Background: an optimization exercise with open tools, aiming at small area. Do not read the settings as production practice.
At most, simulation tests tie the RTL to the original design; equivalence was not proved.
No activity file was given, so power comes from the tool's default toggle rates.

Setup of fjord:
Design top_module, start of the top module:
module top_module (
    input clk,
    input rst,
    input echo1, echo2,
    output trigger1, trigger2,
    output tx
);
Size: roughly 860 cells after synthesis, roughly 89 flip-flops, about 7 I/O pins.
export LEC_CHECK = 0
export ABC_AREA = 1
export CAP_MARGIN = 20
export CORE_MARGIN = 2
export CORE_UTILIZATION = 40
export CTS_BUF_LIST = sky130_fd_sc_hd__clkbuf_16
export CTS_CLUSTER_DIAMETER = 500
export CTS_CLUSTER_SIZE = 100
export SLEW_MARGIN = 20
create_clock -name core_clock -period 30.0 [get_ports {clk}]
run.sh (not shown) runs the stock make flow with config.mk's settings and CLKGATE_MAP_FILE= SYNTH_SCRIPT=/design/flow/synth_recipe.tcl, a recipe that flattens the netlist after the stock synthesis.
fjord finished end to end and its layout was clean on timing, DRC and antenna.
Here is what was changed in the inputs of cedar compared with fjord.
- swapping 500 for 100 in CTS_CLUSTER_DIAMETER
- swapping sky130_fd_sc_hd__clkbuf_16 for sky130_fd_sc_hd__clkbuf_8 in CTS_BUF_LIST
- swapping 100 for 50 in CTS_CLUSTER_SIZE
## What came out
As of cedar, mean routed wirelength per cell had risen slightly compared to fjord.
Of fjord and cedar, cedar shows the lower slew at the pin with the worst max-slew slack, with fjord above it.
The first-pass GRT wire length of cedar is higher than that of fjord.
Looking at fjord and cedar, the global-route usage is a wash.
Looking at final area across both flows, cedar is the stronger of the two, with fjord trailing.
Delta (cedar minus fjord): fmax held steady, wire length reported by the detailed router saw an increase.
Relative to fjord, routing usage on met2 has gone up in cedar.
Between cedar and fjord, the final hold slack figures differ only marginally.
When cedar is set beside fjord, its time the worst path needs with I/O delays and setup turns out to be 0.0088 ns larger.
Function was not checked in any run of this note: the RTL went through the layout flow alone.

* * *

Another version of the RTL of top_module (not shown whole).
For scale: about 420 cells after synthesis, about 7 I/O pins.
Settings: LEC_CHECK=0, ABC_AREA=1, CAP_MARGIN=20, CORE_MARGIN=2, CORE_UTILIZATION=40, SLEW_MARGIN=20; clock period 30.0 ns.
standard.sh (not shown) runs the stock make flow with config.mk's settings and CLKGATE_MAP_FILE= SYNTH_SCRIPT=/design/flow/synth_recipe.tcl, a recipe that flattens the netlist after the stock synthesis.
==> flow/flow/run.sh <==
#!/bin/bash
# Own layout flow: the standard synthesis, then its combinational logic re-mapped
# for area (registers untouched), then the standard ORFS steps with a smaller
# clock tree (no dummy loads).
set -euo pipefail
HERE=$(pwd)
LIB=$FLOW_HOME/platforms/sky130hd/lib/sky130_fd_sc_hd__tt_025C_1v80.lib
R=$HERE/orfs/results/sky130hd/top_module/base

bash standard.sh synth > 1_standard_synth.log 2>&1
cp $R/1_2_yosys.v $HERE/1_2_yosys.standard.v

python3 flow/comblib.py $LIB $HERE/comb.lib > comblib.log 2>&1
bash flow/resynth.sh $HERE/1_2_yosys.standard.v $HERE/1_2_yosys.resynth.v $LIB $HERE/comb.lib flow/dontuse.txt > resynth.log 2>&1
rm -f $HERE/comb.lib

cp $HERE/1_2_yosys.resynth.v $R/1_2_yosys.v
rm -f $R/1_synth.odb $R/1_synth.sdc
bash standard.sh synth > 1_synth_odb.log 2>&1

CTS="-sink_clustering_enable -repair_clock_nets -dont_use_dummy_load"
if [[ -f flow/cts_args ]]; then CTS=$(cat flow/cts_args); fi
EXTRA=()
if [[ -f flow/make_args ]]; then mapfile -t EXTRA < flow/make_args; fi
bash standard.sh "CTS_ARGS=$CTS" "${EXTRA[@]}" finish > finish.log 2>&1
==> flow/flow/resynth.sh <==
#!/bin/bash
# resynth.sh IN.v OUT.v LIB COMBLIB DONTUSE
# Re-maps the combinational logic of a mapped netlist for area; register cells
# are kept as they are (same instances, names and cell types). ABC's &deepsyn
# is run with several seeds in parallel and the smallest result is kept.
set -euo pipefail
IN=$1; OUT=$2; LIB=$3; CLIB=$4
DU=$(sed 's/^/-dont_use /' $5 | tr '\n' ' ')
SEEDS=${RESYNTH_SEEDS:-"0 1 2 3 4 5 6 7"}
JOBS=${RESYNTH_JOBS:-${NUM_CORES:-4}}
T=${RESYNTH_TIME:-90}
for S in $SEEDS; do
  # seeds alternate between two mappers, and between plain and two-input-LUT deepsyn
  if (( S % 2 )); then MAP="amap"; else MAP="map -a"; fi
  if (( (S / 2) % 2 )); then OPT="-t"; else OPT=""; fi
  printf 'strash\n&get -n\n&deepsyn -T %s -S %s %s\n&put\ndch -f\n%s\n' $T $S "$OPT" "$MAP" > resynth_s$S.abc
  yosys -p "
read_liberty -lib $LIB
read_liberty -overwrite -ignore_miss_func $CLIB
read_verilog $IN
hierarchy -check -top top_module
flatten
opt_clean -purge
abc -liberty $LIB $DU -script resynth_s$S.abc
opt_clean -purge
hilomap -singleton -hicell sky130_fd_sc_hd__conb_1 HI -locell sky130_fd_sc_hd__conb_1 LO
splitnets
opt_clean -purge
insbuf -buf sky130_fd_sc_hd__buf_4 A X
rename -enumerate
write_verilog -noattr -nohex -nodec resynth_s$S.v
" > resynth_s$S.log 2>&1 &
  while (( $(jobs -r | wc -l) >= JOBS )); do sleep 1; done
done
wait
BEST=""; BA=""
for S in $SEEDS; do
  [[ -s resynth_s$S.v ]] || continue
  A=$(yosys -p "read_liberty -lib $LIB; read_verilog resynth_s$S.v; hierarchy -check -top top_module; check -assert -mapped; stat -liberty $LIB" 2>&1 | tee resynth_s$S.check.log | grep "Chip area" | awk '{print $NF}')
  grep -q "Found and reported 0 problems" resynth_s$S.check.log || continue
  echo "seed $S area $A"
  if [[ -z "$BA" ]] || awk "BEGIN{exit !($A < $BA)}"; then BA=$A; BEST=$S; fi
done
if [[ -z "$BEST" ]]; then
  echo "no re-mapped netlist passed its check; keeping the standard one"
  cp $IN $OUT
else
  echo "best seed $BEST area $BA"
  cp resynth_s$BEST.v $OUT
fi
Other scripts of this flow, unchanged in this note and not shown: flow/flow/comblib.py, flow/flow/cts_args, flow/flow/dontuse.txt, flow/flow/make_args
The baseline completed without violations.
Edit:
--- a/flow/flow/resynth.sh
+++ b/flow/flow/resynth.sh
@@ -9,2 +9 @@
-SEEDS=${RESYNTH_SEEDS:-"0 1 2 3 4 5 6 7"}
-JOBS=${RESYNTH_JOBS:-${NUM_CORES:-4}}
+SEEDS=${RESYNTH_SEEDS:-"0 1 2 3"}
@@ -13,4 +12 @@
-  # seeds alternate between two mappers, and between plain and two-input-LUT deepsyn
-  if (( S % 2 )); then MAP="amap"; else MAP="map -a"; fi
-  if (( (S / 2) % 2 )); then OPT="-t"; else OPT=""; fi
-  printf 'strash\n&get -n\n&deepsyn -T %s -S %s %s\n&put\ndch -f\n%s\n' $T $S "$OPT" "$MAP" > resynth_s$S.abc
+  printf 'strash\n&get -n\n&deepsyn -T %s -S %s\n&put\ndch -f\nmap -a\n' $T $S > resynth_s$S.abc
@@ -33 +28,0 @@
-  while (( $(jobs -r | wc -l) >= JOBS )); do sleep 1; done
@@ -44,7 +39,2 @@
-if [[ -z "$BEST" ]]; then
-  echo "no re-mapped netlist passed its check; keeping the standard one"
-  cp $IN $OUT
-else
-  echo "best seed $BEST area $BA"
-  cp resynth_s$BEST.v $OUT
-fi
+echo "best seed $BEST area $BA"
+cp resynth_s$BEST.v $OUT
What happened:
- register-to-register slack degrades by 0.24 ns
- non-clock buffer count fell by 1
- die area rises by about 0.7%

* * *

## job 101
Another version of the RTL of top_module (not shown whole).
Size: about 420 cells after synthesis, roughly 7 I/O pins, ~3600 µm² of cells after synthesis.
## top_module
module top_module (
    input clk,
    input rst,
    input echo1, echo2,
    output trigger1, trigger2,
    output tx
);
clock: 30.0 ns
lec_check: 0
abc_area: 1
cap_margin: 20
core_margin: 2
core_utilization: 40
gpl_timing_driven: 0
slew_margin: 20
==> flow/flow/run.sh <==
#!/bin/bash
# Own layout flow: the standard synthesis, then its combinational logic re-mapped
# for area (registers untouched), then the standard ORFS steps with a smaller
# clock tree (no dummy loads).
set -euo pipefail
HERE=$(pwd)
LIB=$FLOW_HOME/platforms/sky130hd/lib/sky130_fd_sc_hd__tt_025C_1v80.lib
R=$HERE/orfs/results/sky130hd/top_module/base

bash standard.sh synth > 1_standard_synth.log 2>&1
cp $R/1_2_yosys.v $HERE/1_2_yosys.standard.v

python3 flow/comblib.py $LIB $HERE/comb.lib > comblib.log 2>&1
RESYNTH_SEEDS="0 1 2 3 4 5 6 7 8 9 10 11 12 13 14 15" RESYNTH_TIME=120 bash flow/resynth.sh $HERE/1_2_yosys.standard.v $HERE/1_2_yosys.resynth.v $LIB $HERE/comb.lib flow/dontuse.txt > resynth.log 2>&1
rm -f $HERE/comb.lib

cp $HERE/1_2_yosys.resynth.v $R/1_2_yosys.v
rm -f $R/1_synth.odb $R/1_synth.sdc
bash standard.sh synth > 1_synth_odb.log 2>&1

CTS="-sink_clustering_enable -repair_clock_nets -dont_use_dummy_load"
if [[ -f flow/cts_args ]]; then CTS=$(cat flow/cts_args); fi
EXTRA=()
if [[ -f flow/make_args ]]; then mapfile -t EXTRA < flow/make_args; fi
bash standard.sh "CTS_ARGS=$CTS" "${EXTRA[@]}" finish > finish.log 2>&1
==> flow/flow/resynth.sh <==
#!/bin/bash
# resynth.sh IN.v OUT.v LIB COMBLIB DONTUSE
# Re-maps the combinational logic of a mapped netlist for area; register cells
# are kept as they are (same instances, names and cell types). ABC's &deepsyn
# is run with several seeds in parallel and the smallest result is kept.
set -euo pipefail
IN=$1; OUT=$2; LIB=$3; CLIB=$4
DU=$(sed 's/^/-dont_use /' $5 | tr '\n' ' ')
SEEDS=${RESYNTH_SEEDS:-"0 1 2 3 4 5 6 7"}
JOBS=${RESYNTH_JOBS:-4}
RUNNING=0
T=${RESYNTH_TIME:-90}
for S in $SEEDS; do
  # seeds alternate between two mappers, and between plain and two-input-LUT deepsyn
  if (( S % 2 )); then MAP="amap"; else MAP="map -a"; fi
  if (( (S / 2) % 2 )); then OPT="-t"; else OPT=""; fi
  printf 'strash\n&get -n\n&deepsyn -T %s -S %s %s\n&put\ndch -f\n%s\n' $T $S "$OPT" "$MAP" > resynth_s$S.abc
  yosys -p "
read_liberty -lib $LIB
read_liberty -overwrite -ignore_miss_func $CLIB
read_verilog $IN
hierarchy -check -top top_module
flatten
opt_clean -purge
abc -liberty $LIB $DU -script resynth_s$S.abc
opt_clean -purge
hilomap -singleton -hicell sky130_fd_sc_hd__conb_1 HI -locell sky130_fd_sc_hd__conb_1 LO
splitnets
opt_clean -purge
insbuf -buf sky130_fd_sc_hd__buf_4 A X
rename -enumerate
write_verilog -noattr -nohex -nodec resynth_s$S.v
" > resynth_s$S.log 2>&1 &
  RUNNING=$((RUNNING + 1))
  if (( RUNNING >= JOBS )); then wait -n || true; RUNNING=$((RUNNING - 1)); fi
done
wait
BEST=""; BA=""
for S in $SEEDS; do
  [[ -s resynth_s$S.v ]] || continue
  A=$(yosys -p "read_liberty -lib $LIB; read_verilog resynth_s$S.v; hierarchy -check -top top_module; check -assert -mapped; stat -liberty $LIB" 2>&1 | tee resynth_s$S.check.log | grep "Chip area" | awk '{print $NF}')
  grep -q "Found and reported 0 problems" resynth_s$S.check.log || continue
  echo "seed $S area $A"
  if [[ -z "$BA" ]] || awk "BEGIN{exit !($A < $BA)}"; then BA=$A; BEST=$S; fi
done
if [[ -z "$BEST" ]]; then
  echo "no re-mapped netlist passed its check; keeping the standard one"
  cp $IN $OUT
else
  echo "best seed $BEST area $BA"
  cp resynth_s$BEST.v $OUT
fi
Other scripts of this flow, unchanged in this note and not shown: flow/flow/comblib.py, flow/flow/cts_args, flow/flow/dontuse.txt, flow/flow/make_args
## Diff of input files: job 102 against job 101
--- a/flow/flow/run.sh
+++ b/flow/flow/run.sh
@@ -12,5 +12,5 @@
 
 python3 flow/comblib.py $LIB $HERE/comb.lib > comblib.log 2>&1
-RESYNTH_SEEDS="0 1 2 3 4 5 6 7 8 9 10 11 12 13 14 15" RESYNTH_TIME=120 bash flow/resynth.sh $HERE/1_2_yosys.standard.v $HERE/1_2_yosys.resynth.v $LIB $HERE/comb.lib flow/dontuse.txt > resynth.log 2>&1
+RESYNTH_SEEDS="$(seq -s " " 0 31)" RESYNTH_TIME=120 bash flow/resynth.sh $HERE/1_2_yosys.standard.v $HERE/1_2_yosys.resynth.v $LIB $HERE/comb.lib flow/dontuse.txt > resynth.log 2>&1
 rm -f $HERE/comb.lib
 
[summary]
- Compared with job 101, in job 102 fraction of layout instances using a drive strength above 1 barely changed; number of nets in the final layout barely changed; total routing usage reported by global routing barely changed; clock network fraction of total power barely changed.
diff inputs: job 102 => job 103
- GPL_TIMING_DRIVEN no longer set, was 0
--- a/flow/flow/run.sh
+++ b/flow/flow/run.sh
@@ -12,5 +12,5 @@
 
 python3 flow/comblib.py $LIB $HERE/comb.lib > comblib.log 2>&1
-RESYNTH_SEEDS="$(seq -s " " 0 31)" RESYNTH_TIME=120 bash flow/resynth.sh $HERE/1_2_yosys.standard.v $HERE/1_2_yosys.resynth.v $LIB $HERE/comb.lib flow/dontuse.txt > resynth.log 2>&1
+bash flow/resynth.sh $HERE/1_2_yosys.standard.v $HERE/1_2_yosys.resynth.v $LIB $HERE/comb.lib flow/dontuse.txt > resynth.log 2>&1
 rm -f $HERE/comb.lib
 
--- a/flow/flow/resynth.sh
+++ b/flow/flow/resynth.sh
@@ -8,6 +8,5 @@
 DU=$(sed 's/^/-dont_use /' $5 | tr '\n' ' ')
 SEEDS=${RESYNTH_SEEDS:-"0 1 2 3 4 5 6 7"}
-JOBS=${RESYNTH_JOBS:-4}
-RUNNING=0
+JOBS=${RESYNTH_JOBS:-${NUM_CORES:-4}}
 T=${RESYNTH_TIME:-90}
 for S in $SEEDS; do
@@ -32,6 +31,5 @@
 write_verilog -noattr -nohex -nodec resynth_s$S.v
 " > resynth_s$S.log 2>&1 &
-  RUNNING=$((RUNNING + 1))
-  if (( RUNNING >= JOBS )); then wait -n || true; RUNNING=$((RUNNING - 1)); fi
+  while (( $(jobs -r | wc -l) >= JOBS )); do sleep 1; done
 done
 wait
==> notes.md <==
- Least setup slack across all paths after layout is higher on job 103
- Depth of the most critical reg-to-reg path in job 103 is 8.3% lower than in job 102
- Taking job 102 as the reference, in job 103 post-layout instance count excluding filler cells increased by 3 relative to the old numbers; proportion of layout cells with a drive suffix above 1 increased by 0.44 points relative to the old numbers.

port drivers added, routing unchanged:
No port has a modelled driver above. Below, the same layouts with a new extraction and two added sets of constraints.
Step 1 (the two cells are an assumption about what drives the block):
set clk [get_ports {clk}]
set_driving_cell -lib_cell sky130_fd_sc_hd__clkbuf_16 $clk
set_driving_cell -lib_cell sky130_fd_sc_hd__buf_2 [delete_from_list [all_inputs] $clk]
Step 2 adds t to the input delays and takes it off the output delays; t is the mean of the earliest and latest rising clock arrival at the registers after step 1. Input paths then give back, and output paths get back, about the clock's delay inside the block.
a / b / c = ideal / step 1 / step 2; a / b = the first two.
run	t (ns)	setup slack, ns	hold WS [ns]	clock arrival spread, ns	worst data-port slew with drivers (ns)
fjord	0.367	20.831 / 20.794 / 21.161	0.368 / 0.368 / 0.368	0.007 / 0.006	0.03
cedar	0.377	20.822 / 20.789 / 21.166	0.371 / 0.371 / 0.371	0.010 / 0.011	0.03
the first run of note 2	0.369	21.605 / 21.575 / 21.945	0.359 / 0.359 / 0.359	0.023 / 0.023	0.03
the second run of note 2	0.363	21.790 / 21.760 / 22.123	0.365 / 0.365 / 0.365	0.024 / 0.024	0.04
job 101	0.364	21.497 / 21.469 / 21.833	0.360 / 0.360 / 0.360	0.038 / 0.037	0.03
job 102	0.364	21.497 / 21.469 / 21.833	0.360 / 0.360 / 0.360	0.038 / 0.037	0.03
job 103	0.363	21.601 / 21.570 / 21.934	0.367 / 0.367 / 0.367	0.023 / 0.023	0.03
After both steps setup and hold are still met in every run listed.
